Background: an optimization exercise with open tools, aiming at small area. Do not read the settings as production practice.
At most, simulation tests tie the RTL to the original design; equivalence was not proved.
The RTL of run 1 was laid out without a check of its function.
No activity file was given, so power comes from the tool's default toggle rates.

--- design/flow/flow/run.sh ---
#!/bin/bash
# Standard ORFS layout (the standard.sh, standard synthesis) with two changes:
#  - port buffers use sky130_fd_sc_hd__buf_1 (every port still gets its own buffer);
#  - clock tree: no dummy loads, and the buffers and sink clusters set below.
# make's full output goes to flow_make.log; each ORFS step logs under orfs/logs/.
set -euo pipefail
bash standard.sh \
  "BUFFER_PORTS_ARGS=-buffer_cell sky130_fd_sc_hd__buf_1" \
  "CTS_ARGS=-sink_clustering_enable -repair_clock_nets -dont_use_dummy_load" \
  finish > flow_make.log 2>&1 || { tail -50 flow_make.log; exit 1; }
tail -5 flow_make.log
--- design/flow/standard.sh ---
#!/bin/bash
# synth_recipe.tcl (not shown) runs the flow's synth.tcl, then flattens the netlist and writes it again
# the make line also repeats each setting of config.mk as NAME=value (left out here)
make -C /OpenROAD-flow-scripts/flow DESIGN_CONFIG=/design/flow/config.mk WORK_HOME=/design/flow/orfs CLKGATE_MAP_FILE= SYNTH_SCRIPT=/design/flow/synth_recipe.tcl "${@:-finish}"
--- design/flow/config.mk ---
export PLATFORM = sky130hd
export DESIGN_NAME = PIO
export DESIGN_NICKNAME = PIO
export VERILOG_FILES = /design/flow/design.v
export SDC_FILE = /design/flow/constraint.sdc
export NUM_CORES = 4
export LEC_CHECK = 0
export CAP_MARGIN = 20
export CORE_MARGIN = 2
export CORE_UTILIZATION = 40
export SLEW_MARGIN = 20
--- design/flow/constraint.sdc ---
create_clock -name core_clock -period 8.0 [get_ports {user_clk}]
set_input_delay 1.6000 -clock core_clock [delete_from_list [all_inputs] [get_ports {user_clk}]]
set_output_delay 1.6000 -clock core_clock [all_outputs]
set_load 0.01 [all_outputs]
--- design/flow/design.v ---
`timescale 1ps/1ps
module PIO_TO_CTRL #(
  parameter TCQ = 1
) (
  input               clk,
  input               rst_n,
  input               req_compl,
  input               compl_done,
  input               cfg_to_turnoff,
  output  reg         cfg_turnoff_ok
  );
  reg                 trn_pending;
  always @ ( posedge clk ) begin
    if (!rst_n )
    begin
      trn_pending <= 0;
    end
    else
    begin
      if (!trn_pending && req_compl)
        trn_pending <= 1'b1;
      else if (compl_done)
        trn_pending <= 1'b0;
    end
  end
  always @ ( posedge clk ) begin
    if (!rst_n )
    begin
      cfg_turnoff_ok <= 1'b0;
    end
    else
    begin
      if ( cfg_to_turnoff  && !trn_pending)
        cfg_turnoff_ok <= 1'b1;
      else
        cfg_turnoff_ok <= 1'b0;
    end
  end
endmodule  
`default_nettype none
`timescale 1ps/1ps
module TX_MUX # (
	parameter C_DATA_WIDTH = 64,
	parameter TCQ = 1,
	parameter KEEP_WIDTH = C_DATA_WIDTH / 8
)(
	input wire clk,
	input wire sys_rst,
	input wire s_axis_tx_tready,
	output wire [C_DATA_WIDTH-1:0] s_axis_tx_tdata,
	output wire [KEEP_WIDTH-1:0] s_axis_tx_tkeep,
	output wire s_axis_tx_tlast,
	output wire s_axis_tx_tvalid,
	output wire tx_src_dsc,
	input wire s_axis_tx1_req,
	output reg s_axis_tx1_ack,
	output wire s_axis_tx1_tready,
	input wire [C_DATA_WIDTH-1:0] s_axis_tx1_tdata,
	input wire [KEEP_WIDTH-1:0] s_axis_tx1_tkeep,
	input wire s_axis_tx1_tlast,
	input wire s_axis_tx1_tvalid,
	input wire tx1_src_dsc,
	input wire s_axis_tx2_req,
	output reg s_axis_tx2_ack,
	output wire s_axis_tx2_tready,
	input wire [C_DATA_WIDTH-1:0] s_axis_tx2_tdata,
	input wire [KEEP_WIDTH-1:0] s_axis_tx2_tkeep,
	input wire s_axis_tx2_tlast,
	input wire s_axis_tx2_tvalid,
	input wire tx2_src_dsc
);
always @(posedge clk) begin
	if (sys_rst) begin
		s_axis_tx1_ack <= 1'b0;
		s_axis_tx2_ack <= 1'b0;
	end else begin
		case ({s_axis_tx2_ack, s_axis_tx1_ack})
		2'b00: begin
			if (s_axis_tx1_req)
				s_axis_tx1_ack <= 1'b1;
			else if (s_axis_tx2_req)
				s_axis_tx2_ack <= 1'b1;
			else begin
				s_axis_tx1_ack <= 1'b0;
				s_axis_tx2_ack <= 1'b0;
			end
		end
		2'b01: begin
			if (~s_axis_tx1_req) begin
				s_axis_tx1_ack <= 1'b0;
				if (s_axis_tx2_req)
					s_axis_tx2_ack <= 1'b1;
			end
		end
		2'b10: begin
			if (~s_axis_tx2_req) begin
				s_axis_tx2_ack <= 1'b0;
				if (s_axis_tx1_req)
					s_axis_tx1_ack <= 1'b1;
			end
		end
		2'b11: begin
		end
		endcase
	end
end
assign s_axis_tx1_tready= s_axis_tx_tready & s_axis_tx1_ack;
assign s_axis_tx2_tready= s_axis_tx_tready & s_axis_tx2_ack;
assign s_axis_tx_tdata  = s_axis_tx2_tdata | (s_axis_tx1_tdata & {C_DATA_WIDTH{s_axis_tx1_tvalid & ~s_axis_tx2_ack}});
assign s_axis_tx_tkeep  = s_axis_tx2_ack ? s_axis_tx2_tkeep:  s_axis_tx1_tkeep;
assign s_axis_tx_tlast  = s_axis_tx2_ack ? s_axis_tx2_tlast:  s_axis_tx1_tlast;
assign s_axis_tx_tvalid = s_axis_tx2_ack ? s_axis_tx2_tvalid: s_axis_tx1_tvalid;
assign tx_src_dsc       = s_axis_tx2_ack ? tx2_src_dsc:       tx1_src_dsc;
endmodule  
`default_nettype wire
`default_nettype none
`timescale 1ps/1ps
module PIO_EP_MEM_ACCESS  #(
	parameter TCQ = 1
) (
	input wire clk,
	input wire sys_rst,
	output wire soft_reset,
	input wire        rd_bar0,      
	input wire  [5:0] rd_idx,       
	output wire [31:0] rd_data,
	input wire  [2:0] wr_tgt,       
	input wire  [3:0] wr_be,
	input wire [31:0] wr_data,
	input wire        wr_en,
	output reg  [2:0] dma_testmode,
	output reg [31:2] dma_addrl,
	output reg [15:0] dma_addrh,
	output reg [31:2] dma_length,
	output reg [31:0] dma_para,
	input wire        st_valid,
	input wire [11:0] dma_tx_pps,
	input wire [19:0] dma_tx_dw,
	input wire [11:0] dma_rx_pps,
	input wire [21:0] dma_rx_dw,
	input wire  [2:0] debug_valid,
	input wire [31:0] debug1,
	input wire [31:0] debug2,
	input wire [31:0] debug3,
	input wire [15:0] debug4,
	input wire        user_lnk_up,
	input wire [15:0] cfg_command,
	input wire [15:0] cfg_dcommand,
	input wire [15:0] cfg_lcommand,
	output reg  [1:0] pl_directed_link_change,
	output reg  [1:0] pl_directed_link_width,
	output reg        pl_directed_link_speed,
	output wire       pl_directed_link_auton,
	input wire        pl_directed_change_done,
	input wire        pl_sel_lnk_rate,
	input wire  [1:0] pl_sel_lnk_width,
	input wire  [5:0] pl_ltssm_state
);
reg [31:0] read_data;
reg req_link_change;
reg req_link_speed;
reg [1:0] req_link_width;
function [15:0] size_bytes;
	input [2:0] code;
	case (code)
	3'b000: size_bytes = 16'd128;
	3'b001: size_bytes = 16'd256;
	3'b010: size_bytes = 16'd512;
	3'b011: size_bytes = 16'd1024;
	3'b100: size_bytes = 16'd2048;
	3'b101: size_bytes = 16'd4096;
	default: size_bytes = 16'd0;
	endcase
endfunction
wire nr = ~sys_rst;
wire s00 = (rd_idx == 6'h00) & nr;
wire s01 = (rd_idx == 6'h01) & nr;
wire s02 = (rd_idx == 6'h02) & nr;
wire s03 = (rd_idx == 6'h03) & nr;
wire s04 = (rd_idx == 6'h04) & nr;
wire s05 = (rd_idx == 6'h05) & nr;
wire s06 = (rd_idx == 6'h06) & nr;
wire s08 = (rd_idx == 6'h08) & st_valid & nr;
wire s09 = (rd_idx == 6'h09) & st_valid & nr;
wire s0a = (rd_idx == 6'h0a) & st_valid & nr;
wire s0b = (rd_idx == 6'h0b) & st_valid & nr;
wire s10 = (rd_idx == 6'h10) & debug_valid[0] & nr;
wire s11 = (rd_idx == 6'h11) & debug_valid[1] & nr;
wire s12 = (rd_idx == 6'h12) & debug_valid[2] & nr;
wire s13 = (rd_idx == 6'h13) & nr;
wire [31:0] rd_mux =
	({32{s00}} & {3'h0, pl_sel_lnk_rate, 2'h0, pl_sel_lnk_width, 21'h0, dma_testmode}) |
	({32{s01}} & dma_para) |
	({32{s02}} & {cfg_command, cfg_lcommand}) |
	({32{s03}} & {size_bytes(cfg_dcommand[7:5]), size_bytes(cfg_dcommand[14:12])}) |
	({32{s04}} & {16'h0, dma_addrh}) |
	({32{s05}} & {dma_addrl, 2'b00}) |
	({32{s06}} & {dma_length, 2'b00}) |
	({32{s08}} & {20'h0, dma_tx_pps}) |
	({32{s09}} & {12'h0, dma_tx_dw}) |
	({32{s0a}} & {20'h0, dma_rx_pps}) |
	({32{s0b}} & {10'h0, dma_rx_dw}) |
	({32{s10}} & debug1) |
	({32{s11}} & debug2) |
	({32{s12}} & debug3) |
	({32{s13}} & {16'h0, debug4});
wire [31:0] wd = wr_data & {32{nr}};
wire we0 = wr_en && (wr_tgt == 3'd1);
wire we1 = wr_en && (wr_tgt == 3'd2);
wire we4 = wr_en && (wr_tgt == 3'd3);
wire we5 = wr_en && (wr_tgt == 3'd4);
wire we6 = wr_en && (wr_tgt == 3'd5);
always @(posedge clk) begin
	if (sys_rst | rd_bar0)
		read_data <= rd_mux;
	req_link_change <= we0 & wr_be[0] & nr;
	if (sys_rst | (we0 & wr_be[0])) begin
		req_link_speed <= wd[28];
		req_link_width <= wd[25:24];
	end
	if (sys_rst | (we0 & wr_be[3])) dma_testmode <= wd[2:0];
	if (sys_rst | (we1 & wr_be[0])) dma_para[31:24] <= wd[31:24];
	if (sys_rst | (we1 & wr_be[1])) dma_para[23:16] <= wd[23:16] | {3'b000, sys_rst, 1'b0, sys_rst, sys_rst, 1'b0};
	if (sys_rst | (we1 & wr_be[2])) dma_para[15: 8] <= wd[15:8] | {4'b0000, sys_rst, 1'b0, sys_rst, 1'b0};
	if (sys_rst | (we1 & wr_be[3])) dma_para[ 7: 0] <= wd[7:0] | {3'b000, sys_rst, 4'b0000};
	if (sys_rst | (we4 & wr_be[2])) dma_addrh[15: 8] <= wd[15:8];
	if (sys_rst | (we4 & wr_be[3])) dma_addrh[ 7: 0] <= wd[7:0] | {6'b000000, sys_rst, 1'b0};
	if (sys_rst | (we5 & wr_be[0])) dma_addrl[31:24] <= wd[31:24];
	if (sys_rst | (we5 & wr_be[1])) dma_addrl[23:16] <= wd[23:16];
	if (sys_rst | (we5 & wr_be[2])) dma_addrl[15: 8] <= wd[15:8];
	if (sys_rst | (we5 & wr_be[3])) dma_addrl[ 7: 2] <= wd[7:2];
	if (sys_rst | (we6 & wr_be[0])) dma_length[31:24] <= wd[31:24];
	if (sys_rst | (we6 & wr_be[1])) dma_length[23:16] <= wd[23:16];
	if (sys_rst | (we6 & wr_be[2])) dma_length[15: 8] <= wd[15:8];
	if (sys_rst | (we6 & wr_be[3])) dma_length[ 7: 2] <= wd[7:2];
end
localparam LC_IDLE  = 2'b00;
localparam LC_WAIT  = 2'b01;
localparam LC_WAIT2 = 2'b10;
reg [1:0] lc_state;
always @(posedge clk) begin
	if (sys_rst) begin
		lc_state <= LC_IDLE;
		pl_directed_link_change <= 2'b00;
		pl_directed_link_speed <= 1'b0;
		pl_directed_link_width <= 2'b00;
	end else begin
		case (lc_state)
		LC_IDLE: begin
			if (req_link_change && ((req_link_speed != pl_sel_lnk_rate) || (req_link_width != pl_sel_lnk_width)))
				lc_state <= LC_WAIT;
		end
		LC_WAIT: begin
			if (user_lnk_up && pl_ltssm_state == 6'h16) begin
				if (req_link_speed != pl_sel_lnk_rate) begin
					pl_directed_link_change[1] <= 1'b1;
					pl_directed_link_speed <= req_link_speed;
				end
				if (req_link_width != pl_sel_lnk_width) begin
					pl_directed_link_change[0] <= 1'b1;
					pl_directed_link_width <= req_link_width;
				end
				lc_state <= LC_WAIT2;
			end
		end
		LC_WAIT2: begin
			if (pl_directed_change_done || !user_lnk_up) begin
				pl_directed_link_change <= 2'b00;
				pl_directed_link_speed <= 1'b0;
				pl_directed_link_width <= 2'b00;
				lc_state <= LC_IDLE;
			end
		end
		default: ;
		endcase
	end
end
assign pl_directed_link_auton = 1'b0;
assign soft_reset = req_link_change;
assign rd_data = rd_bar0 ? read_data : 32'h0;
endmodule
`default_nettype wire
`timescale 1ps/1ps
module PIO_RX_ENGINE  #(
  parameter TCQ = 1,
  parameter C_DATA_WIDTH = 64,
  parameter KEEP_WIDTH = C_DATA_WIDTH / 8
) (
  input                         clk,
  input                         rst_n,
  input  [C_DATA_WIDTH-1:0]     m_axis_rx_tdata,
  input                         m_axis_rx_tvalid,
  input    [21:0]               m_axis_rx_tuser,
  output reg         req_compl,
  output reg         req_compl_wd,
  input              compl_done,
  output reg [2:0]   req_tc,
  output reg         req_td,
  output reg         req_ep,
  output reg [1:0]   req_attr,
  output reg [9:0]   req_len,
  output reg [15:0]  req_rid,
  output reg [7:0]   req_tag,
  output reg [3:0]   req_be,
  output reg         req_bar0,       
  output reg [5:0]   req_idx,        
  output reg [2:0]   wr_tgt,         
  output reg [3:0]   wr_be,
  output reg [31:0]  wr_data,
  output reg         wr_en
);
  localparam S_RST   = 3'd0;
  localparam S_RD    = 3'd1;    
  localparam S_WR32  = 3'd2;    
  localparam S_WR64  = 3'd3;    
  localparam S_DW3   = 3'd4;    
  localparam S_WAITW = 3'd5;    
  localparam S_WAITR = 3'd6;    
  localparam S_WAITS = 3'd7;    
  localparam T_NONE = 3'd0;
  localparam T_R00  = 3'd1;
  localparam T_R01  = 3'd2;
  localparam T_R04  = 3'd3;
  localparam T_R05  = 3'd4;
  localparam T_R06  = 3'd5;
  reg [2:0] state;
  reg       stuck;
  reg       rx_ready;
  wire sof_present = m_axis_rx_tuser[14];
  wire sof_mid     = m_axis_rx_tuser[13];
  wire bar0 = m_axis_rx_tuser[2] & ~m_axis_rx_tuser[4] & ~m_axis_rx_tuser[8];
  wire [63:0] hdr = sof_mid ? m_axis_rx_tdata[127:64] : m_axis_rx_tdata[63:0];
  wire [6:0]  fmt_type = hdr[30:24];
  wire        fmt_b7   = hdr[31];
  wire [9:0]  len      = hdr[9:0];
  wire        len1     = (len == 10'd1);
  wire        lennz    = (len != 10'd0);
  wire is_rd32 = (fmt_type == 7'b00_00000);
  wire is_wr32 = (fmt_type == 7'b10_00000);
  wire is_rd64 = (fmt_type == 7'b01_00000);
  wire is_wr64 = (fmt_type == 7'b11_00000);
  wire is_iord = (fmt_type == 7'b00_00010);
  wire is_iowr = (fmt_type == 7'b10_00010);
  function [2:0] tgt;
    input       b0;
    input [5:0] idx;
    begin
      if (!b0)
        tgt = T_NONE;
      else case (idx)
        6'h00: tgt = T_R00;
        6'h01: tgt = T_R01;
        6'h04: tgt = T_R04;
        6'h05: tgt = T_R05;
        6'h06: tgt = T_R06;
        default: tgt = T_NONE;
      endcase
    end
  endfunction
  wire sop = m_axis_rx_tvalid && rx_ready && sof_present;
  wire ld_rd_mid  = sof_mid && (((is_rd32 || is_rd64) && lennz) || (is_iord && len1));
  wire ld_rd_rt   = !sof_mid && (is_rd32 || is_rd64 || is_iord) && len1;
  wire ld_io      = is_iowr && len1;
  wire ld_wbe     = (is_wr32 || is_wr64 || is_iowr) && len1;
  always @(posedge clk) begin
    if (sop) begin
      req_len <= len;
      if (ld_rd_mid || ld_rd_rt || ld_io) begin
        req_tc   <= hdr[22:20];
        req_td   <= hdr[15];
        req_ep   <= hdr[14];
        req_attr <= hdr[13:12];
        req_rid  <= hdr[63:48];
        req_tag  <= hdr[47:40];
      end
      if (ld_wbe)
        wr_be <= hdr[35:32];
      stuck <= fmt_b7;
    end
    if (sop && !sof_mid && (is_wr32 || is_iowr)) begin
      wr_data <= m_axis_rx_tdata[127:96];
    end else if (state == S_WR32) begin
      wr_data <= m_axis_rx_tdata[63:32];
    end else if (state == S_WR64) begin
      wr_data <= m_axis_rx_tdata[95:64];
    end else begin
      wr_data <= m_axis_rx_tdata[31:0];
    end
    if (sop && !sof_mid)
      wr_tgt <= tgt(bar0, m_axis_rx_tdata[71:66]);
    else if (state == S_WR32 || state == S_WR64)
      wr_tgt <= tgt(bar0, m_axis_rx_tdata[7:2]);
  end
  always @(posedge clk) begin
    if (!rst_n) begin
      rx_ready     <= 1'b0;
      req_compl    <= 1'b0;
      req_compl_wd <= 1'b1;
      req_be       <= 4'b0;
      req_bar0     <= 1'b0;
      req_idx      <= 6'b0;
      wr_en        <= 1'b0;
      state        <= S_RST;
    end else begin
      wr_en        <= 1'b0;
      req_compl    <= 1'b0;
      case (state)
        S_RST: begin
          rx_ready     <= 1'b1;
          req_compl_wd <= 1'b1;
          if (sop) begin
            rx_ready <= 1'b0;
            if (sof_mid) begin
              if (ld_rd_mid)
                req_be <= hdr[35:32];
              if (ld_rd_mid)
                state <= S_RD;
              else if ((is_wr32 || is_iowr) && len1)
                state <= S_WR32;
              else if (is_wr64 && len1)
                state <= S_WR64;
            end else begin
              if (ld_rd_rt) begin
                req_be    <= hdr[35:32];
                req_bar0  <= bar0;
                req_idx   <= m_axis_rx_tdata[71:66];
                req_compl <= 1'b1;
                state     <= fmt_b7 ? S_WAITS : S_WAITR;
              end else if ((is_wr32 || is_iowr) && len1) begin
                wr_en     <= 1'b1;
                if (is_iowr) begin
                  req_compl    <= 1'b1;
                  req_compl_wd <= 1'b0;
                end
                state     <= fmt_b7 ? S_WAITS : S_WAITW;
              end else if (is_wr64) begin
                if (len1)
                  state <= S_DW3;
                else
                  state <= fmt_b7 ? S_WAITS : S_WAITW;
              end
            end
          end
        end
        S_RD: if (m_axis_rx_tvalid) begin
          req_bar0     <= bar0;
          req_idx      <= m_axis_rx_tdata[7:2];
          req_compl    <= 1'b1;
          req_compl_wd <= 1'b1;
          state        <= stuck ? S_WAITS : S_WAITR;
        end
        S_WR32, S_WR64, S_DW3: if (m_axis_rx_tvalid) begin
          wr_en <= 1'b1;
          state <= stuck ? S_WAITS : S_WAITW;
        end
        S_WAITW: begin
          rx_ready <= 1'b1;
          state    <= S_RST;
        end
        S_WAITR: if (compl_done) begin
          rx_ready <= 1'b1;
          state    <= S_RST;
        end
        default: ;
      endcase
    end
  end
endmodule  
`default_nettype none
`timescale 1ps/1ps
module PIO_TX_ENGINE    #(
  parameter C_DATA_WIDTH = 64,
  parameter TCQ = 1,
  parameter KEEP_WIDTH = C_DATA_WIDTH / 8
)(
  input wire        clk,
  input wire        rst_n,
  output  reg                     s_axis_tx_req,
  input wire                      s_axis_tx_ack,
  input wire                      s_axis_tx_tready,
  output  reg [C_DATA_WIDTH-1:0]  s_axis_tx_tdata,    
  output  wire [KEEP_WIDTH-1:0]   s_axis_tx_tkeep,
  output  wire                    s_axis_tx_tlast,
  output  reg                     s_axis_tx_tvalid,
  output wire                     tx_src_dsc,
  input wire                      req_compl,
  input wire                      req_compl_wd,
  output wire                     compl_done,
  input wire [2:0]                req_tc,
  input wire                      req_td,
  input wire                      req_ep,
  input wire [1:0]                req_attr,
  input wire [9:0]                req_len,
  input wire [15:0]               req_rid,
  input wire [7:0]                req_tag,
  input wire [3:0]                req_be,
  input wire [4:0]                req_addr,      
  input wire [31:0]               rd_data,
  input wire [15:0]               completer_id
);
localparam PIO_CPLD_FMT_TYPE      = 7'b10_01010;
localparam PIO_CPL_FMT_TYPE       = 7'b00_01010;
  reg [3:0]   rd_be;
  reg [11:0]  byte_count;
  reg [6:0]   lower_addr;
  reg         req_compl_q, req_compl_wd_q;
  reg         req_compl_q2, req_compl_wd_q2;
  reg         hold_state;
  reg         keep_hi, keep_lo;
  assign tx_src_dsc = 1'b0;
  always @(posedge clk)
    rd_be <= req_be;
  always @ (rd_be) begin
    casex (rd_be[3:0])
      4'b1xx1 : byte_count = 12'h004;
      4'b01x1 : byte_count = 12'h003;
      4'b1x10 : byte_count = 12'h003;
      4'b0011 : byte_count = 12'h002;
      4'b0110 : byte_count = 12'h002;
      4'b1100 : byte_count = 12'h002;
      4'b0001 : byte_count = 12'h001;
      4'b0010 : byte_count = 12'h001;
      4'b0100 : byte_count = 12'h001;
      4'b1000 : byte_count = 12'h001;
      4'b0000 : byte_count = 12'h001;
      default : byte_count = 12'h001;
    endcase
  end
  always @ (rd_be or req_addr or req_compl_wd_q2) begin
    casex ({req_compl_wd_q2, rd_be[3:0]})
       5'b1_0000 : lower_addr = {req_addr[4:0], 2'b00};
       5'b1_xxx1 : lower_addr = {req_addr[4:0], 2'b00};
       5'b1_xx10 : lower_addr = {req_addr[4:0], 2'b01};
       5'b1_x100 : lower_addr = {req_addr[4:0], 2'b10};
       5'b1_1000 : lower_addr = {req_addr[4:0], 2'b11};
       default   : lower_addr = 7'h0;
    endcase
  end
  always @ ( posedge clk ) begin
    if (!rst_n) begin
      req_compl_q     <= 1'b0;
      req_compl_wd_q  <= 1'b1;
      req_compl_q2    <= 1'b0;
      req_compl_wd_q2 <= 1'b0;
    end else begin
      req_compl_q     <= req_compl;
      req_compl_wd_q  <= req_compl_wd;
      req_compl_q2    <= req_compl_q;
      req_compl_wd_q2 <= req_compl_wd_q;
    end
  end
  wire pending = req_compl_q2 | hold_state;
  wire send    = pending & s_axis_tx_tready & s_axis_tx_ack;
  always @ ( posedge clk ) begin
    if (send)
      s_axis_tx_tdata <= {
                          rd_data,                   
                          req_rid,                   
                          req_tag,                   
                          {1'b0},                    
                          lower_addr,                
                          completer_id,              
                          {3'b0},                    
                          {1'b0},                    
                          byte_count,                
                          {1'b0},                    
                          (req_compl_wd_q2 ?
                          PIO_CPLD_FMT_TYPE :
                          PIO_CPL_FMT_TYPE),         
                          {1'b0},                    
                          req_tc,                    
                          {4'b0},                    
                          req_td,                    
                          req_ep,                    
                          req_attr,                  
                          {2'b0},                    
                          req_len                    
                          };
  end
  always @ ( posedge clk ) begin
    if (!rst_n) begin
      s_axis_tx_tvalid  <= 1'b0;
      keep_hi           <= 1'b0;
      keep_lo           <= 1'b0;
      s_axis_tx_req     <= 1'b0;
      hold_state        <= 1'b0;
    end else if (pending) begin
      if (send) begin
        s_axis_tx_tvalid  <= 1'b1;
        keep_hi           <= req_compl_wd_q2;
        keep_lo           <= 1'b1;
        hold_state        <= 1'b0;
        s_axis_tx_req     <= 1'b0;
      end else begin
        hold_state        <= 1'b1;
        s_axis_tx_req     <= 1'b1;
      end
    end else begin
      s_axis_tx_tvalid  <= 1'b0;
      keep_hi           <= 1'b1;
      keep_lo           <= 1'b1;
    end
  end
  assign s_axis_tx_tlast = s_axis_tx_tvalid;
  assign compl_done      = s_axis_tx_tvalid;
  assign s_axis_tx_tkeep = {{4{keep_hi}}, {12{keep_lo}}};
endmodule  
`default_nettype wire
`default_nettype none
`timescale 1ps/1ps
module PIO_DMATEST # (
	parameter C_DATA_WIDTH = 64,
	parameter TCQ = 1,
	parameter KEEP_WIDTH = C_DATA_WIDTH / 8
)(
	input wire clk,
	input wire sys_rst,
	input wire soft_reset,
	input wire s_axis_other_req,
	output reg s_axis_tx_req,
	input wire s_axis_tx_ack,
	input wire s_axis_tx_tready,
	output wire [C_DATA_WIDTH-1:0] s_axis_tx_tdata,
	output wire [KEEP_WIDTH-1:0] s_axis_tx_tkeep,
	output wire s_axis_tx_tlast,
	output wire s_axis_tx_tvalid,
	output wire tx_src_dsc,
	input wire [15:0] cfg_completer_id,
	input wire [C_DATA_WIDTH-1:0] m_axis_rx_tdata,
	input wire [KEEP_WIDTH-1:0] m_axis_rx_tkeep,
	input wire m_axis_rx_tlast,
	input wire m_axis_rx_tvalid,
	input wire [21:0] m_axis_rx_tuser,
	input wire [15:0] cfg_command,
	input wire [15:0] cfg_dcommand,
	input wire [15:0] cfg_lcommand,
	input wire [15:0] cfg_dcommand2,
	input wire  [2:0] dma_testmode,
	input wire [31:2] dma_addrl,
	input wire [15:0] dma_addrh,
	input wire [31:2] dma_length,
	input wire [31:0] dma_para,
	output reg        st_valid,
	output wire [11:0] dma_tx_pps,
	output wire [19:0] dma_tx_dw,
	output wire [11:0] dma_rx_pps,
	output wire [21:0] dma_rx_dw,
	output reg  [2:0] debug_valid,
	output reg [31:0] debug1,
	output reg [31:0] debug2,
	output reg [31:0] debug3,
	output wire [15:0] debug4
);
wire sof_present = m_axis_rx_tuser[14];
reg oneshot_1sec;
reg [11:0] counter_1sec;
always @(posedge clk) begin
	if (sys_rst) begin
		counter_1sec <= 12'd2500;
		oneshot_1sec <= 1'b0;
	end else begin
		oneshot_1sec <= (counter_1sec == 12'd0);
		if (counter_1sec != 12'd0)
			counter_1sec <= counter_1sec - 12'd1;
		else
			counter_1sec <= 12'd2500;
	end
end
localparam TLP_TX_IDLE      = 2'd0;
localparam TLP_TX_WRITE     = 2'd1;
localparam TLP_TX_READ      = 2'd2;
localparam TLP_TX_READWAIT  = 2'd3;
localparam K_ZERO = 3'd0;
localparam K_W1   = 3'd1;
localparam K_W2   = 3'd2;
localparam K_W3   = 3'd3;
localparam K_W4   = 3'd4;
localparam K_WH   = 3'd5;	 
localparam K_RH   = 3'd6;	 
reg [1:0] tx_state;
reg rw_wait;
reg [15:0] tlp_tx_count;
reg [11:0] tlp_tx_pps;
reg [19:0] tlp_tx_dw;
reg [11:0] tlp_rx_pps;
reg [21:0] tlp_rx_dw;
reg [11:0] st_tx_pps;
reg [19:0] st_tx_dw;
reg [11:0] st_rx_pps;
reg [21:0] st_rx_dw;
reg [31:2] dma_addr;
reg [31:2] dma_len;
reg [7:0] tlp_tx_tag;
reg [7:0] tlp_rx_tag;
reg tx_done;
reg rx_done;
reg [15:0] tlp_remain;
reg [15:0] debug4_r;
reg [2:0]  kind;
reg [31:0] b_hi;	 
reg [15:0] b_ah;	 
reg [15:0] b_cid;	 
reg [7:0]  b_tag;	 
reg [7:0]  b_len;	 
wire read_fire = (tlp_tx_count == {8'h00, dma_para[15:8]});
wire read_send = read_fire && (tlp_remain <= dma_para[31:16]);
wire go_on = s_axis_tx_tready && !s_axis_other_req;
always @(posedge clk) begin
	if (sys_rst) begin
		dma_addr <= 30'h0;
		tlp_tx_tag <= 8'h0;
		tlp_rx_tag <= 8'h0;
		tlp_tx_pps <= 12'h0;
		tlp_tx_dw <= 20'h0;
		s_axis_tx_req <= 1'b0;
		kind <= K_ZERO;
		tx_done <= 1'b0;
		tx_state <= TLP_TX_IDLE;
		rw_wait <= 1'b0;
	end else begin
		tx_done <= 1'b0;
		rw_wait <= 1'b0;
		kind <= K_ZERO;
		if (oneshot_1sec) begin
			tlp_tx_pps <= 12'h0;
			tlp_tx_dw <= 20'h0;
		end
		case (tx_state)
		TLP_TX_IDLE: begin
			tlp_tx_count <= 16'h0;
			if (rw_wait) begin
			end else if (dma_testmode != 3'h0 && s_axis_other_req == 1'b0) begin
				if (dma_addr == 30'h0) begin
					dma_addr <= dma_addrl;
					dma_len  <= dma_length;
				end
				s_axis_tx_req <= 1'b1;
				if (s_axis_tx_ack && s_axis_tx_tready) begin
					if (dma_testmode == 3'b001)
						tx_state <= TLP_TX_WRITE;
					else if (dma_testmode[1])
						tx_state <= TLP_TX_READ;
					else if (dma_testmode[2])
						rw_wait <= 1'b1;
				end
			end else
				s_axis_tx_req <= 1'b0;
		end
		TLP_TX_WRITE: begin
			tlp_tx_count <= tlp_tx_count + 16'h1;
			case (tlp_tx_count[2:0])
			3'd0: kind <= K_WH;
			3'd1: kind <= K_W1;
			3'd2: kind <= K_W2;
			3'd3: kind <= K_W3;
			3'd4: begin
				kind <= K_W4;
				tx_done <= 1'b1;
				if (!oneshot_1sec)
					tlp_tx_pps <= tlp_tx_pps + 12'h1;
				dma_addr <= dma_addr + {22'h00, dma_para[7:0]};
				dma_len <= dma_len - {22'h00, dma_para[7:0]};
				tlp_tx_tag <= tlp_tx_tag + 8'h1;
				if (dma_len == 30'h00) begin
					dma_addr <= dma_addrl;
					dma_len  <= dma_length;
				end
				if (go_on)
					tlp_tx_count <= 16'h0;
			end
			default: begin
				s_axis_tx_req <= 1'b0;
				tx_state <= TLP_TX_IDLE;
			end
			endcase
		end
		TLP_TX_READ: begin
			tlp_tx_count <= tlp_tx_count + 16'h1;
			if (read_fire) begin
				tlp_tx_count <= 16'h0;
				if (read_send) begin
					tx_done <= 1'b1;
					kind <= K_RH;
					if (!oneshot_1sec) begin
						tlp_tx_pps <= tlp_tx_pps + 12'h1;
						tlp_tx_dw <= tlp_tx_dw + {12'h0, dma_para[7:0]};
					end
					dma_addr <= dma_addr + {22'h00, dma_para[7:0]};
					dma_len <= dma_len - {22'h00, dma_para[7:0]};
					tlp_rx_tag <= tlp_rx_tag + 8'h1;
					if (dma_len == 30'h00) begin
						dma_addr <= dma_addrl;
						dma_len  <= dma_length;
					end
					if (go_on && dma_testmode[0])
						tx_state <= TLP_TX_READWAIT;
				end
				if (!go_on) begin
					s_axis_tx_req <= 1'b0;
					tx_state <= TLP_TX_IDLE;
				end
			end
		end
		TLP_TX_READWAIT: begin
			if (!go_on) begin
				s_axis_tx_req <= 1'b0;
				tx_state <= TLP_TX_IDLE;
			end else if (rx_done)
				tx_state <= TLP_TX_READ;
		end
		endcase
	end
end
always @(posedge clk) begin
	if (tx_state == TLP_TX_WRITE && tlp_tx_count[2:0] == 3'd1)
		b_hi <= {20'h0, tlp_tx_pps};
	else
		b_hi <= {dma_addr, 2'b00};
	b_ah <= dma_addrh;
	b_cid <= cfg_completer_id;
	b_tag <= (tx_state == TLP_TX_WRITE) ? tlp_tx_tag : tlp_rx_tag;
	b_len <= dma_para[7:0];
end
wire k_wh = (kind == K_WH) & s_axis_tx_ack;
wire k_rh = (kind == K_RH) & s_axis_tx_ack;
wire k_h  = k_wh | k_rh;
wire k_w1 = (kind == K_W1) & s_axis_tx_ack;
wire k_w2 = (kind == K_W2) & s_axis_tx_ack;
wire k_w3 = (kind == K_W3) & s_axis_tx_ack;
wire k_w4 = (kind == K_W4) & s_axis_tx_ack;
assign s_axis_tx_tvalid = (kind != K_ZERO);
assign s_axis_tx_tlast  = (kind == K_W4) | (kind == K_RH);
assign s_axis_tx_tkeep  = {KEEP_WIDTH{s_axis_tx_tvalid}};
assign s_axis_tx_tdata  =
	({128{k_h}}  & {b_hi, 16'h0, b_ah, b_cid, b_tag, 8'hFF, 8'h00, 8'h00, 8'h00, b_len}) |
	({128{k_wh}} & 128'h00000000_00000000_00000000_60000000) |
	({128{k_rh}} & 128'h00000000_00000000_00000000_20000000) |
	({128{k_w1}} & {b_hi, 96'hFFFF0000_FFFFFFFF_55D50040}) |
	({128{k_w2}} & 128'h0A5AC0A8_00004011_002E0000_08004500) |
	({128{k_w3}} & 128'hCC00CC00_001A0000_02660D5E_0165C0A8) |
	({128{k_w4}} & 128'h40414243_3C3D3E3F_38393A3B_34353637);
assign tx_src_dsc = 1'b0;
wire cpld = m_axis_rx_tuser[13] ? (m_axis_rx_tdata[94:88] == 7'b1001010)
                                : (m_axis_rx_tdata[30:24] == 7'b1001010);
wire rx_hit = m_axis_rx_tvalid && sof_present && cpld;
always @(posedge clk) begin
	if (sys_rst) begin
		tlp_rx_pps <= 12'h0;
		tlp_rx_dw <= 22'h0;
		rx_done <= 1'b0;
		debug_valid <= 3'b000;
	end else begin
		if (oneshot_1sec) begin
			tlp_rx_pps <= 12'h0;
			tlp_rx_dw <= 22'h0;
		end
		rx_done <= rx_hit;
		if (rx_hit) begin
			if (tlp_rx_pps == 12'd0) debug_valid[0] <= 1'b1;
			if (tlp_rx_pps == 12'd1) debug_valid[1] <= 1'b1;
			if (tlp_rx_pps == 12'd2) debug_valid[2] <= 1'b1;
			if (!oneshot_1sec) begin
				tlp_rx_pps <= tlp_rx_pps + 12'h1;
				tlp_rx_dw <= tlp_rx_dw + {12'h0, m_axis_rx_tuser[13] ? m_axis_rx_tdata[73:64] : m_axis_rx_tdata[9:0]};
			end
		end
	end
end
always @(posedge clk) begin
	if (oneshot_1sec) begin
		st_tx_pps <= tlp_tx_pps;
		st_tx_dw <= tlp_tx_dw;
		st_rx_pps <= tlp_rx_pps;
		st_rx_dw <= tlp_rx_dw;
	end
	if (rx_hit && tlp_rx_pps == 12'd0) debug1 <= m_axis_rx_tdata[127:96];
	if (rx_hit && tlp_rx_pps == 12'd1) debug2 <= m_axis_rx_tdata[127:96];
	if (rx_hit && tlp_rx_pps == 12'd2) debug3 <= m_axis_rx_tdata[127:96];
end
always @(posedge clk) begin
	if (sys_rst)
		st_valid <= 1'b0;
	else if (oneshot_1sec)
		st_valid <= 1'b1;
end
always @(posedge clk) begin
	if (sys_rst || soft_reset) begin
		tlp_remain <= 16'd0;
		if (sys_rst)
			debug4_r <= 16'h0;
	end else begin
		debug4_r <= tlp_remain;
		if (tx_done == 1'b1 && rx_done == 1'b0)
			tlp_remain <= tlp_remain + 16'd1;
		else if (tx_done == 1'b0 && rx_done == 1'b1)
			tlp_remain <= tlp_remain - 16'd1;
	end
end
assign dma_tx_pps = st_tx_pps;
assign dma_tx_dw  = st_tx_dw;
assign dma_rx_pps = st_rx_pps;
assign dma_rx_dw  = st_rx_dw;
assign debug4     = debug4_r;
endmodule
`default_nettype wire
`timescale 1ps/1ps
module PIO_EP #(
  parameter C_DATA_WIDTH = 64,	     
  parameter KEEP_WIDTH = C_DATA_WIDTH / 8,	       
  parameter TCQ	= 1
) (
  input			 sys_rst,
  input			 clk,
  input			 rst_n,
  input                  user_lnk_up,
  output  [1:0]                 pl_directed_link_change,
  output  [1:0]                 pl_directed_link_width,
  output                        pl_directed_link_speed,
  output                        pl_directed_link_auton,
  input                         pl_directed_change_done,
  input                         pl_sel_lnk_rate,
  input [1:0]                   pl_sel_lnk_width,
  input [5:0]                   pl_ltssm_state,
  input			 s_axis_tx_tready,
  output  [C_DATA_WIDTH-1:0]    s_axis_tx_tdata,
  output  [KEEP_WIDTH-1:0]      s_axis_tx_tkeep,
  output			s_axis_tx_tlast,
  output			s_axis_tx_tvalid,
  output			tx_src_dsc,
  input   [C_DATA_WIDTH-1:0]    m_axis_rx_tdata,
  input   [KEEP_WIDTH-1:0]      m_axis_rx_tkeep,
  input			 m_axis_rx_tlast,
  input			 m_axis_rx_tvalid,
  output			m_axis_rx_tready,
  input   [21:0]		m_axis_rx_tuser,
  output			req_compl,
  output			compl_done,
  input   [15:0]		cfg_completer_id,
  input [15:0]                  cfg_command,
  input [15:0]                  cfg_dcommand,
  input [15:0]                  cfg_lcommand,
  input [15:0]                  cfg_dcommand2,
	input [3:0] dipsw,
	output [7:0] led
);
    wire  [13:0]      rd_addr;
    wire  [3:0]       rd_be;
    wire  [31:0]      rd_data;
    wire  [2:0]       wr_tgt;
    wire  [3:0]       wr_be;
    wire  [31:0]      wr_data;
    wire	      wr_en;
    wire	      wr_busy;
    wire	      req_compl_int;
    wire	      req_compl_wd;
    wire	      compl_done_int;
    wire  [2:0]       req_tc;
    wire	      req_td;
    wire	      req_ep;
    wire  [1:0]       req_attr;
    wire  [9:0]       req_len;
    wire  [15:0]      req_rid;
    wire  [7:0]       req_tag;
    wire  [3:0]       req_be;
    wire              req_bar0;
    wire  [5:0]       req_idx;
    wire  [15:0]      req_addr = {1'b0, req_bar0, 6'b0, req_idx, 2'b00};
    wire              m_axis_rx_tready1;
    assign m_axis_rx_tready = 1'b1;  
wire  [2:0] dma_testmode;
wire [31:2] dma_addrl;
wire [15:0] dma_addrh;
wire [31:2] dma_length;
wire [31:0] dma_para;
wire        st_valid;
wire [11:0] dma_tx_pps;
wire [19:0] dma_tx_dw;
wire [11:0] dma_rx_pps;
wire [21:0] dma_rx_dw;
wire  [2:0] debug_valid;
wire soft_reset;
wire [7:0] debug = 8'h00;
wire [31:0] debug1, debug2, debug3;
wire [15:0] debug4;
    PIO_EP_MEM_ACCESS  #(
       .TCQ( TCQ )
       ) EP_MEM_inst (
      .sys_rst(sys_rst),
      .clk(clk),
      .soft_reset(soft_reset),
      .rd_bar0(req_bar0),
      .rd_idx(req_idx),
      .rd_data(rd_data),
      .wr_tgt(wr_tgt),
      .wr_be(wr_be),
      .wr_data(wr_data),
      .wr_en(wr_en),
      .dma_testmode(dma_testmode),
      .dma_addrl(dma_addrl),
      .dma_addrh(dma_addrh),
      .dma_length(dma_length),
      .dma_para(dma_para),
      .st_valid(st_valid),
      .dma_tx_pps(dma_tx_pps),
      .dma_tx_dw(dma_tx_dw),
      .dma_rx_pps(dma_rx_pps),
      .dma_rx_dw(dma_rx_dw),
      .debug_valid(debug_valid),
      .debug1(debug1),
      .debug2(debug2),
      .debug3(debug3),
      .debug4(debug4),
      .user_lnk_up(user_lnk_up),
      .cfg_command( cfg_command ),
      .cfg_dcommand( cfg_dcommand ),
      .cfg_lcommand( cfg_lcommand ),
      .pl_directed_link_auton( pl_directed_link_auton ),
      .pl_directed_link_change( pl_directed_link_change ),
      .pl_directed_link_speed( pl_directed_link_speed ),
      .pl_directed_link_width( pl_directed_link_width ),
      .pl_directed_change_done( pl_directed_change_done ),
      .pl_sel_lnk_rate ( pl_sel_lnk_rate ),
      .pl_sel_lnk_width ( pl_sel_lnk_width ),
      .pl_ltssm_state ( pl_ltssm_state )
      );
  PIO_RX_ENGINE #(
    .C_DATA_WIDTH( C_DATA_WIDTH ),
    .KEEP_WIDTH( KEEP_WIDTH ),
    .TCQ( TCQ )
  ) EP_RX_inst (
    .clk(clk),
    .rst_n(rst_n),
    .m_axis_rx_tdata( m_axis_rx_tdata ),
    .m_axis_rx_tvalid( m_axis_rx_tvalid ),
    .m_axis_rx_tuser ( m_axis_rx_tuser ),
    .req_compl(req_compl_int),
    .req_compl_wd(req_compl_wd),
    .compl_done(compl_done_int),
    .req_tc(req_tc),
    .req_td(req_td),
    .req_ep(req_ep),
    .req_attr(req_attr),
    .req_len(req_len),
    .req_rid(req_rid),
    .req_tag(req_tag),
    .req_be(req_be),
    .req_bar0(req_bar0),
    .req_idx(req_idx),
    .wr_tgt(wr_tgt),
    .wr_be(wr_be),
    .wr_data(wr_data),
    .wr_en(wr_en)
  );
wire s_axis_tx1_req, s_axis_tx2_req;
wire s_axis_tx1_ack, s_axis_tx2_ack;
wire s_axis_tx1_tready, s_axis_tx2_tready;
wire [C_DATA_WIDTH-1:0] s_axis_tx1_tdata, s_axis_tx2_tdata;
wire [KEEP_WIDTH-1:0] s_axis_tx1_tkeep, s_axis_tx2_tkeep;
wire s_axis_tx1_tlast, s_axis_tx2_tlast;
wire s_axis_tx1_tvalid, s_axis_tx2_tvalid;
wire tx1_src_dsc, tx2_src_dsc;
TX_MUX # (
	.C_DATA_WIDTH( C_DATA_WIDTH ),
	.KEEP_WIDTH( KEEP_WIDTH ),
	.TCQ( TCQ )
) TXMUX_inst (
	.clk(clk),
	.sys_rst(sys_rst),
	.s_axis_tx_tready(s_axis_tx_tready),
	.s_axis_tx_tdata(s_axis_tx_tdata),
	.s_axis_tx_tkeep(s_axis_tx_tkeep),
	.s_axis_tx_tlast(s_axis_tx_tlast),
	.s_axis_tx_tvalid(s_axis_tx_tvalid),
	.tx_src_dsc(tx_src_dsc),
	.s_axis_tx1_req(s_axis_tx1_req),
	.s_axis_tx1_ack(s_axis_tx1_ack),
	.s_axis_tx1_tready(s_axis_tx1_tready),
	.s_axis_tx1_tdata(s_axis_tx1_tdata),
	.s_axis_tx1_tkeep(s_axis_tx1_tkeep),
	.s_axis_tx1_tlast(s_axis_tx1_tlast),
	.s_axis_tx1_tvalid(s_axis_tx1_tvalid),
	.tx1_src_dsc(tx1_src_dsc),
	.s_axis_tx2_req(s_axis_tx2_req),
	.s_axis_tx2_ack(s_axis_tx2_ack),
	.s_axis_tx2_tready(s_axis_tx2_tready),
	.s_axis_tx2_tdata(s_axis_tx2_tdata),
	.s_axis_tx2_tkeep(s_axis_tx2_tkeep),
	.s_axis_tx2_tlast(s_axis_tx2_tlast),
	.s_axis_tx2_tvalid(s_axis_tx2_tvalid),
	.tx2_src_dsc(tx2_src_dsc)
);
  PIO_TX_ENGINE #(
    .C_DATA_WIDTH( C_DATA_WIDTH ),
    .KEEP_WIDTH( KEEP_WIDTH ),
    .TCQ( TCQ )
  )EP_TX_inst(
    .clk(clk),				   
    .rst_n(rst_n),			       
    .s_axis_tx_req(s_axis_tx1_req),
    .s_axis_tx_ack(s_axis_tx1_ack),
    .s_axis_tx_tready( s_axis_tx1_tready ),       
    .s_axis_tx_tdata( s_axis_tx1_tdata ),	 
    .s_axis_tx_tkeep( s_axis_tx1_tkeep ),	 
    .s_axis_tx_tlast( s_axis_tx1_tlast ),	 
    .s_axis_tx_tvalid( s_axis_tx1_tvalid ),       
    .tx_src_dsc( tx1_src_dsc ),		   
    .req_compl(req_compl_int),		 
    .req_compl_wd(req_compl_wd),	       
    .compl_done(compl_done_int),		 
    .req_tc(req_tc),			   
    .req_td(req_td),			   
    .req_ep(req_ep),			   
    .req_attr(req_attr),		       
    .req_len(req_len),			 
    .req_rid(req_rid),			 
    .req_tag(req_tag),			 
    .req_be(req_be),			   
    .req_addr(req_idx[4:0]),
    .rd_data(rd_data),			 
    .completer_id(cfg_completer_id)	    
    );
PIO_DMATEST # (
	.C_DATA_WIDTH( C_DATA_WIDTH ),
	.KEEP_WIDTH( KEEP_WIDTH ),
	.TCQ( TCQ )
) PIO_DMATEST_inst (
	.clk(clk),
	.sys_rst(sys_rst),
        .soft_reset(soft_reset),
	.s_axis_other_req(s_axis_tx1_req),
	.s_axis_tx_req(s_axis_tx2_req),
	.s_axis_tx_ack(s_axis_tx2_ack),
	.s_axis_tx_tready( s_axis_tx2_tready ),       
	.s_axis_tx_tdata( s_axis_tx2_tdata ),	 
	.s_axis_tx_tkeep( s_axis_tx2_tkeep ),	 
	.s_axis_tx_tlast( s_axis_tx2_tlast ),	 
	.s_axis_tx_tvalid( s_axis_tx2_tvalid ),       
	.tx_src_dsc( tx2_src_dsc ),		   
	.cfg_completer_id(cfg_completer_id),    
	.m_axis_rx_tdata( m_axis_rx_tdata ),     
	.m_axis_rx_tkeep( m_axis_rx_tkeep ),     
	.m_axis_rx_tlast( m_axis_rx_tlast ),     
	.m_axis_rx_tvalid( m_axis_rx_tvalid ),   
	.m_axis_rx_tuser ( m_axis_rx_tuser ),    
        .cfg_command( cfg_command ),
        .cfg_dcommand( cfg_dcommand ),
        .cfg_lcommand( cfg_lcommand ),
        .cfg_dcommand2( cfg_dcommand2 ),
	.dma_testmode(dma_testmode),
	.dma_addrl(dma_addrl),
	.dma_addrh(dma_addrh),
	.dma_length(dma_length),
	.dma_para(dma_para),
	.st_valid(st_valid),
	.dma_tx_pps(dma_tx_pps),
	.dma_tx_dw(dma_tx_dw),
	.dma_rx_pps(dma_rx_pps),
	.dma_rx_dw(dma_rx_dw),
	.debug_valid(debug_valid),
	.debug1(debug1),
	.debug2(debug2),
	.debug3(debug3),
	.debug4(debug4)
);
assign led = debug;
assign req_compl  = req_compl_int;
assign compl_done = compl_done_int;
endmodule  
`timescale 1ps/1ps
module PIO #(
  parameter C_DATA_WIDTH = 128,             
  parameter KEEP_WIDTH = C_DATA_WIDTH / 8,               
  parameter TCQ        = 1
)(
  input                         sys_rst,
  input                         user_clk,
  input                         user_reset,
  input                         user_lnk_up,
  output  [1:0]                 pl_directed_link_change,
  output  [1:0]                 pl_directed_link_width,
  output                        pl_directed_link_speed,
  output                        pl_directed_link_auton,
  input                         pl_directed_change_done,
  input                         pl_sel_lnk_rate,
  input [1:0]                   pl_sel_lnk_width,
  input [5:0]                   pl_ltssm_state,
  input                         s_axis_tx_tready,
  output  [C_DATA_WIDTH-1:0]    s_axis_tx_tdata,
  output  [KEEP_WIDTH-1:0]      s_axis_tx_tkeep,
  output                        s_axis_tx_tlast,
  output                        s_axis_tx_tvalid,
  output                        tx_src_dsc,
  input  [C_DATA_WIDTH-1:0]     m_axis_rx_tdata,
  input  [KEEP_WIDTH-1:0]       m_axis_rx_tkeep,
  input                         m_axis_rx_tlast,
  input                         m_axis_rx_tvalid,
  output                        m_axis_rx_tready,
  input    [21:0]               m_axis_rx_tuser,
  input                         cfg_to_turnoff,
  output                        cfg_turnoff_ok,
  input [15:0]                  cfg_completer_id,
  input [15:0]                  cfg_command,
  input [15:0]                  cfg_dcommand,
  input [15:0]                  cfg_lcommand,
  input [15:0]                  cfg_dcommand2,
	input [3:0] dipsw,
	output [7:0] led
);  
  wire          req_compl;
  wire          compl_done;
  reg           pio_reset_n;
  always @(posedge user_clk) begin
    if (user_reset)
        pio_reset_n <= 1'b0;
    else
        pio_reset_n <= user_lnk_up;
  end
  PIO_EP  #(
    .C_DATA_WIDTH( C_DATA_WIDTH ),
    .KEEP_WIDTH( KEEP_WIDTH ),
    .TCQ( TCQ )
  ) PIO_EP_inst (
    .sys_rst( sys_rst ),
    .clk( user_clk ),                              
    .rst_n( pio_reset_n ),                         
    .user_lnk_up( user_lnk_up ),
    .pl_directed_link_change( pl_directed_link_change ),
    .pl_directed_link_width( pl_directed_link_width ),
    .pl_directed_link_speed( pl_directed_link_speed ),
    .pl_directed_link_auton( pl_directed_link_auton ),
    .pl_directed_change_done ( pl_directed_change_done ),
    .pl_sel_lnk_rate ( pl_sel_lnk_rate ),
    .pl_sel_lnk_width ( pl_sel_lnk_width ),
    .pl_ltssm_state ( pl_ltssm_state ),
    .s_axis_tx_tready( s_axis_tx_tready ),         
    .s_axis_tx_tdata( s_axis_tx_tdata ),           
    .s_axis_tx_tkeep( s_axis_tx_tkeep ),           
    .s_axis_tx_tlast( s_axis_tx_tlast ),           
    .s_axis_tx_tvalid( s_axis_tx_tvalid ),         
    .tx_src_dsc( tx_src_dsc ),                     
    .m_axis_rx_tdata( m_axis_rx_tdata ),           
    .m_axis_rx_tkeep( m_axis_rx_tkeep ),           
    .m_axis_rx_tlast( m_axis_rx_tlast ),           
    .m_axis_rx_tvalid( m_axis_rx_tvalid ),         
    .m_axis_rx_tready( m_axis_rx_tready ),         
    .m_axis_rx_tuser ( m_axis_rx_tuser ),          
    .req_compl(req_compl),                         
    .compl_done(compl_done),                       
    .cfg_completer_id ( cfg_completer_id ),         
    .cfg_command( cfg_command ),
    .cfg_dcommand( cfg_dcommand ),
    .cfg_lcommand( cfg_lcommand ),
    .cfg_dcommand2( cfg_dcommand2 ),
	.dipsw(dipsw),
	.led(led)
  );
  PIO_TO_CTRL #(
    .TCQ( TCQ )
  ) PIO_TO_inst  (
    .clk( user_clk ),                        
    .rst_n( pio_reset_n ),                   
    .req_compl( req_compl ),                 
    .compl_done( compl_done ),               
    .cfg_to_turnoff( cfg_to_turnoff ),       
    .cfg_turnoff_ok( cfg_turnoff_ok )        
  );
endmodule  
==> impl_metrics.yaml, run 1 <==
status:
  outcome: "timing/DRC/antenna clean"
job:
  drv_cap: 0
clock_network:
  clkSinkCount: 828
  ctsRootBufferMaster: "clkbuf_16"
  cts-resized-gates: 0
  clk_path_buf_depth: 3
  htreeDepth: 3
  clk_pin_slew_ps: 60
  clk-insertion-delay-late_ps: 650
  cts_tree: "built"
  numCtsBuffers: 86
  cts_hold_buf: 0
  post-cts-setup-buffers: 0
worst_setup_path:
  crit_path_end: "PIO_EP_inst.PIO_DMATEST_inst.tlp_rx_dw[20]"
  r2r-end: "PIO_EP_inst.PIO_DMATEST_inst.tlp_tx_dw[18]"
  r2r-start: "PIO_EP_inst.EP_MEM_inst.dma_para[30]"
  cp_data_required_time_ps: 8580
  startpoint_type: "input port"
  arrival_ps: 5700
  end_kind: "flop"
  critPathKind: "in -> reg"
  startpoint: "m_axis_rx_tuser[13]"
  reg2reg_depth: 11
  reg2reg_slack_ps: 4000
  critPathMaxFanout: 21
placement:
  dpl_cell_area_um2: 39600
  place_congestion: 0.923
  io_buffers: 351
  dpl.hpwl_mm: 92.2
route:
  drtIter0Drc: 3650
  finalWirelength_mm: 125
  via_per_inst: 5.82
  drc: 0
  ant_nets: 0
  wl_per_cell_um: 26.1
  drt-pass1-iter-count: 9
  num_vias: 27900
die:
  die_x_um: 309
  die_area_um2: 95500
  std_cell_rows: 111
  start_util_pct: 40.5
  ioPinCount: 431
  die_h_um: 309
  core_region_area_um2: 91900
timing:
  maxSlewViolCount: 0
  max-slew-margin-rel_pct: 20.4
  whs_ps: 351
  rsz0062_at_grt: "no"
  fin_crit_ps: 5120
  skew_ps: 60.4
  finalHoldViolCount: 0
  tns_ps: 0
  min_period_over_period_pct: 64.0
  clock.fmax_mhz: 195
  tightest_slew_ps: 1190
  setup_viol: 0
cells_and_area:
  area_growth_pct: 12.2
  drive_above_1_share_pct: 7.45
  final_nets: 3908
  n_fill_cell: 8673
  design_area_um2: 41800
synth:
  syn_inst: 3265
  synth.top_cell.area_share_pct: 41.9
  yosysSeqAreaShare_pct: 58.5
  synth_top_flop_cell: "edfxtp_1"
  syn_avg_cell_area_um2: 11.4
  synth.cell_area_um2: 37200
  ys_top_cells_by_count: "519 x edfxtp_1, 309 x dfxtp_1, 266 x nand2_1, 227 x nor2_1, 162 x o21ai_0"
  yosysMostFrequentCell: "edfxtp_1"
  async_flop_share_pct: 0
  ys_ff_latch: 828
  yosys-top-cells-area: "edfxtp_1 42%, dfxtp_1 17%, ha_1 3.0%"
  synth.yosys.warnings: 7
  synth.largest_area_cell: "edfxtp_1"
  ys_types: 82
  synth-edff-count: 519
pwr:
  p_sw_share_pct: 26.7
  ir_drop_mv: 0.161
  p_int_mw: 7.18
  p_seq_share_pct: 51.6
  powerDensity_nw_per_um2: 234
  switching_power_mw: 2.61
  combPwrFrac_pct: 13.4
  p_leak_nw: 14.8
  power_frac_clock_pct: 35.0
grt:
  overflow: 0
  grt_start_max_net_pins: 66
  grt_pass1_wl_mm: 177
  grt_antenna_before_repair: 7
  track_usage_pct: 25.5
  grt_pass1_vias: 25600
worst_hold_path:
  hp-class: "reg -> reg"
## flip-flops by register name, summed over array words and instances, names as in the netlist, 20 cells and up
signal	cells
PIO_EP_inst.EP_TX_inst.s_axis_tx_tdata	100
PIO_EP_inst.EP_MEM_inst.dma_para	32
PIO_EP_inst.EP_MEM_inst.read_data	32
PIO_EP_inst.EP_RX_inst.wr_data	32
PIO_EP_inst.PIO_DMATEST_inst.b_hi	32
PIO_EP_inst.PIO_DMATEST_inst.debug1	32
PIO_EP_inst.PIO_DMATEST_inst.debug2	32
PIO_EP_inst.PIO_DMATEST_inst.debug3	32
PIO_EP_inst.EP_MEM_inst.dma_addrl	30
PIO_EP_inst.EP_MEM_inst.dma_length	30
PIO_EP_inst.PIO_DMATEST_inst.dma_addr	30
PIO_EP_inst.PIO_DMATEST_inst.dma_len	30
PIO_EP_inst.PIO_DMATEST_inst.st_rx_dw	22
PIO_EP_inst.PIO_DMATEST_inst.tlp_rx_dw	22
PIO_EP_inst.PIO_DMATEST_inst.st_tx_dw	20
PIO_EP_inst.PIO_DMATEST_inst.tlp_tx_dw	20
## layout make-up
cell class	instances	area [um2]	area share (%)
multi-input combinational	2150	14300	34.3
inverter	85	319	0.764
tap	1243	1560	3.72
clock buffer	86	2150	5.15
timing repair buffer	394	1650	3.94
sequential	828	21800	52.1
antenna	4	10.0	0.0240
## worst min-delay path by stage
stage	end	slack, ps	cells past startpoint	from
after floorplan	PIO_EP_inst.EP_TX_inst.rd_be[0]	330	0	PIO_EP_inst.EP_RX_inst.req_be[0]
final	PIO_EP_inst.EP_TX_inst.rd_be[0]	350	0	PIO_EP_inst.EP_RX_inst.req_be[0]
after detailed placement	PIO_EP_inst.EP_TX_inst.rd_be[1]	340	0	PIO_EP_inst.EP_RX_inst.req_be[1]
after global routing	PIO_EP_inst.EP_TX_inst.rd_be[0]	350	0	PIO_EP_inst.EP_RX_inst.req_be[0]
after CTS	PIO_EP_inst.EP_TX_inst.rd_be[0]	350	0	PIO_EP_inst.EP_RX_inst.req_be[0]
after global placement	PIO_EP_inst.EP_TX_inst.rd_be[1]	340	0	PIO_EP_inst.EP_RX_inst.req_be[1]
## cell usage in the layout, fill, tap and decap left out, types with 35 or more instances in the layout
cell and instances:
a22oi_1 63, nor2b_1 59, xnor2_1 69, buf_1 349, a21oi_1 134, and2_1 88
a221oi_1 35, nor2_1 217, mux2i_1 60, a221o_1 55, buf_4 43, dfxtp_1 307
a21o_1 68, and3_1 42, nand2_1 266, nor3_1 54, edfxtp_1 519, clkbuf_16 86
inv_1 85, xor2_1 52, nand4_1 45, mux2_2 61, o21ai_0 162, ha_1 90
nand3_1 93, a22o_1 48
## kinds of logic after synthesis
| group | after synthesis | synth area share, % |
|---|---|---|
| buf+inv | 300 | 3.48 |
| xor+xnor | 121 | 2.85 |
| compound gates | 766 | 14.5 |
| simple gates | 1031 | 13.8 |
| other cells | 2 | 0.0202 |
| mux | 122 | 3.52 |
| flops | 828 | 58.5 |
| fa+ha+maj | 95 | 3.29 |
## worst max-delay path: stages
cell	delay (ps)
clkbuf_2	370
o21ai_0	600
ha_1	270
inv_1	60
fa_1	470
nor2b_1	120
o21ai_0	110
a21oi_1	280
nor3_1	80
o31ai_1	700
nand3_1	400
or4_1	540
nand2_1	70
## stage by stage
step | setup slack [ps] | std cells | power [mW] | utilization (%)
detailed placement | 2320 | 4700 | 6.42 | 43.1
global placement | 2290 | 4700 | 6.40 | 43.1
CTS | 2980 | 4786 | 9.79 | 45.4
global route | 2760 | 4788 | 10.1 | 45.4
floorplan | 1570 | 3278 | 6.02 | -
finish | 2880 | 4790 | 9.79 | 45.4
## routing by layer
layer  routed length (um)  track usage [%]  share of wire (%)
met4                 3500             6.93                2.8
met5                    7                0             0.0056
met1                53400             36.9                 43
met3                13200             5.95                 11
met2                55100             38.2                 44
## power by group through the flow
stage	Sequential, mW	Combinational [mW]	Clock (mW)
6_report	5.05	1.31	3.43
4_1_cts	5.04	1.30	3.45
2_1_floorplan	5.02	0.999	0
5_1_grt	5.07	1.44	3.60
3_3_place_gp	5.13	1.28	0
3_5_place_dp	5.13	1.29	0
==> run 2, diff against run 1 <==
--- a/design/flow/design.v
+++ b/design/flow/design.v
@@ -655,13 +655,14 @@
 reg oneshot_1sec;
-reg [11:0] counter_1sec;
+reg [11:0] lfsr_1sec;
+wire lfsr_end = (lfsr_1sec == 12'he9d);
 always @(posedge clk) begin
 	if (sys_rst) begin
-		counter_1sec <= 12'd2500;
+		lfsr_1sec <= 12'h001;
 		oneshot_1sec <= 1'b0;
 	end else begin
-		oneshot_1sec <= (counter_1sec == 12'd0);
-		if (counter_1sec != 12'd0)
-			counter_1sec <= counter_1sec - 12'd1;
+		oneshot_1sec <= lfsr_end;
+		if (lfsr_end)
+			lfsr_1sec <= 12'h001;
 		else
-			counter_1sec <= 12'd2500;
+			lfsr_1sec <= {lfsr_1sec[10:0], lfsr_1sec[11] ^ lfsr_1sec[10] ^ lfsr_1sec[9] ^ lfsr_1sec[3]};
 	end
==> design/flow/flow/run.sh (replaced) <==
#!/bin/bash
# Standard ORFS layout (the standard.sh, standard synthesis) with two changes:
#  - port buffers use sky130_fd_sc_hd__buf_1 (every port still gets its own buffer);
#  - clock tree: no dummy loads; clkbuf_16 root and trunk, clkbuf_4 leaf buffers
#    driving sink clusters of up to 9 flip-flops within 45 um.
# make's full output goes to flow_make.log; each ORFS step logs under orfs/logs/.
set -euo pipefail
bash standard.sh \
  "BUFFER_PORTS_ARGS=-buffer_cell sky130_fd_sc_hd__buf_1" \
  "CTS_ARGS=-sink_clustering_enable -repair_clock_nets -dont_use_dummy_load -buf_list {sky130_fd_sc_hd__clkbuf_4 sky130_fd_sc_hd__clkbuf_16} -root_buf sky130_fd_sc_hd__clkbuf_16 -tree_buf sky130_fd_sc_hd__clkbuf_16 -sink_clustering_buffer sky130_fd_sc_hd__clkbuf_4 -sink_clustering_size 9 -sink_clustering_max_diameter 45" \
  finish > flow_make.log 2>&1 || { tail -50 flow_make.log; exit 1; }
tail -5 flow_make.log
==> run 2 against run 1 <==
  * Still clean on timing, DRC and antenna
  * Clock skew shrank 2.1 ps
  * Clock-buffer cell count rose by 24
  * Register-to-register slack lost 430 ps
  * Setup slack worse by 340 ps
  * Core utilization down 1.3 points
  * Clock power fell by 35%
==> impl_metrics.yaml, run 2 <==
route:
  drc: 0
  wl_per_cell_um: 27.0
  via_per_inst: 5.86
  drtIter0Drc: 3579
  num_vias: 28200
  finalWirelength_mm: 130
  drt-pass1-iter-count: 7
  ant_nets: 0
timing:
  skew_ps: 58.3
  finalHoldViolCount: 0
  clock.fmax_mhz: 183
  rsz0062_at_grt: "no"
  tns_ps: 0
  maxSlewViolCount: 0
  tightest_slew_ps: 1180
  min_period_over_period_pct: 68.2
  fin_crit_ps: 5460
  setup_viol: 0
  max-slew-margin-rel_pct: 20.0
clock_network:
  cts-resized-gates: 0
  clk_pin_slew_ps: 100
  cts_hold_buf: 0
  ctsRootBufferMaster: "clkbuf_16"
  numCtsBuffers: 110
  clkSinkCount: 828
  cts_tree: "built"
  post-cts-setup-buffers: 0
  htreeDepth: 3
  clk_path_buf_depth: 3
  clk-insertion-delay-late_ps: 630
synth:
  syn_avg_cell_area_um2: 11.4
  yosysMostFrequentCell: "edfxtp_1"
  yosysSeqAreaShare_pct: 58.7
  synth-edff-count: 519
  synth.cell_area_um2: 37100
  synth_top_flop_cell: "edfxtp_1"
  synth-compound-area-share_pct: 14.4
  synth_top_family_by_area: "compound AO/OA/AOI/OAI gates"
  synthSimpleGateAreaFrac_pct: 13.9
  synthAdderAreaFrac_pct: 3.27
  synth.yosys.warnings: 7
  yosys-top-cells-area: "edfxtp_1 42%, dfxtp_1 17%, ha_1 3.0%"
  syn_inst: 3244
  synth.largest_area_cell: "edfxtp_1"
  synth.top_cell.area_share_pct: 42.0
  ys_top_cells_by_count: "519 x edfxtp_1, 309 x dfxtp_1, 251 x nand2_1, 234 x nor2_1, 177 x a21oi_1"
  synth_mux_area_share_pct: 3.42
  async_flop_share_pct: 0
  ys_types: 78
  ys_ff_latch: 828
  synthXorXnorAreaFrac_pct: 2.74
cells_and_area:
  regArea_um2: 21800
  largest_reg_flops: 100
  regMostFlops: "PIO_EP_inst.EP_TX_inst.s_axis_tx_tdata"
  n_fill_cell: 8789
  instances_no_fill: 4802
  final_common_cell: "edfxtp_1"
  drive_above_1_share_pct: 8.16
  finish.utilization_pct: 44.1
  final_cell_mix: "519 x edfxtp_1, 349 x buf_1, 307 x dfxtp_1"
  area_growth_pct: 9.32
  final_nets: 3920
  multi_input_area_um2: 14200
placement:
  io_buffers: 351
  place_congestion: 0.941
  dp.cells: 4688
  dpl.hpwl_mm: 94.5
worst_setup_path:
  arrival_ps: 3860
  critPathKind: "reg -> out"
  reg2reg_slack_ps: 3570
  critPathMaxFanout: 24
  end_kind: "output port"
  startpoint_type: "flop"
  cp_data_required_time_ps: 6400
  r2r-start: "PIO_EP_inst.PIO_DMATEST_inst.dma_len[11]"
  startpoint: "PIO_EP_inst.TXMUX_inst.s_axis_tx2_ack"
die:
  core_region_area_um2: 91800
  ioPinCount: 431
  die_x_um: 308
  die_h_um: 308
  start_util_pct: 40.4
  die_area_um2: 95100
  std_cell_rows: 111
grt:
  grt_antenna_before_repair: 11
  overflow: 0
  grt_start_max_net_pins: 79
  grt_pass1_wl_mm: 182
  grt_pass1_vias: 25900
  track_usage_pct: 26.4
pwr:
  powerDensity_nw_per_um2: 211
  p_leak_nw: 14.3
  ir_drop_mv: 0.120
  power.total_mw: 8.56
worst_hold_path:
  hp-class: "reg -> reg"
  worstHoldStart: "PIO_EP_inst.EP_RX_inst.req_be[3]"
status:
  outcome: "timing/DRC/antenna clean"
job:
  drv_cap: 0
## run 2: path summary, 6_finish.rpt
kind / to / cells past startpoint
hold reg to reg: PIO_EP_inst.EP_TX_inst.rd_be[3] / 0
setup / recovery: s_axis_tx_tdata[20] / 6
hold / removal: PIO_EP_inst.EP_TX_inst.rd_be[3] / 0
setup reg to reg: PIO_EP_inst.PIO_DMATEST_inst.dma_addr[14] / 9
## run 2: critical path, cell delays in order, from the launching register on
cell	delay, ps
dfxtp_1	680
nand2_1	290
nor3_2	710
buf_4	520
or2_2	600
a21o_1	150
buf_1	270
## run 2: area by class of cell
type | instances | share of cell area [%]
Timing Repair Buffer | 403 | 4.23
Tap cell | 1243 | 3.84
Sequential cell | 828 | 53.7
Multi-Input combinational cell | 2132 | 35.0
Antenna cell | 3 | 0.0185
Clock buffer | 110 | 2.43
Inverter | 83 | 0.769
## run 2: cell families (layout without fill, tap and decap cells)
family	Yosys count	in the layout
XOR/XNOR	116	116
buffers and inverters	297	596
AND/OR/NAND/NOR	1027	1027
multiplexers	119	119
other	2	18
adder cells (fa/ha/maj)	94	94
AO/OA/AOI/OAI	761	761
flip-flops	828	828
## run 2: through the flow
stage / setup slack, ps / hold slack (ps) / area (um2)
after floorplan: 1570 / 330 / 37100
after global placement: 2510 / 344 / 39500
after detailed placement: 2470 / 347 / 39500
after CTS: 2580 / 356 / 40500
after global routing: 2430 / 364 / 40500
final: 2540 / 363 / 40500
## run 2: layer usage
metal / vias up / track usage (%) / part of all wire [%]
li1: 12600 / - / -
met1: 13900 / 35.9 / 41
met2: 1359 / 40.7 / 45
met3: 259 / 7.21 / 10
met4: 10 / 9.03 / 3.7
met5: - / 0 / 0.046
## run 2: report_power, final
| part | switching (mW) | leakage, nW | total [mW] | internal (mW) |
|---|---|---|---|---|
| Sequential | 0.211 | 7.29 | 4.99 | 4.78 |
| Clock | 1.43 | 0.576 | 2.22 | 0.791 |
| Combinational | 0.888 | 6.44 | 1.35 | 0.459 |

re-timing with driven ports:
The results above use ideal ports. As a check the final layouts listed here were re-extracted and re-timed, cells and wires unchanged.
Step 1, drivers: a clkbuf_16 drives user_clk and a buf_2 each remaining input, both assumed.
Step 2 adds t to the input delays and takes it off the output delays; t is the mean of the earliest and latest rising clock arrival at the registers after step 1. Input paths then give back, and output paths get back, about the clock's delay inside the block.
a / b / c = ideal ports / drivers / drivers and shift; a / b = the first two.
run	t (ns)	slack for setup (ns)	hold WS [ns]	cell pins on the clock port's net
run 1	0.694	2.883 / 2.915 / 2.222	0.351 / 0.351 / 0.351	1
run 2	0.673	2.544 / 2.475 / 2.396	0.363 / 0.363 / 0.363	1
After both steps setup and hold are still met in every run listed. The setup slack of run 1, which loses most, moves by +0.032 ns with the drivers and by -0.661 ns with both steps.
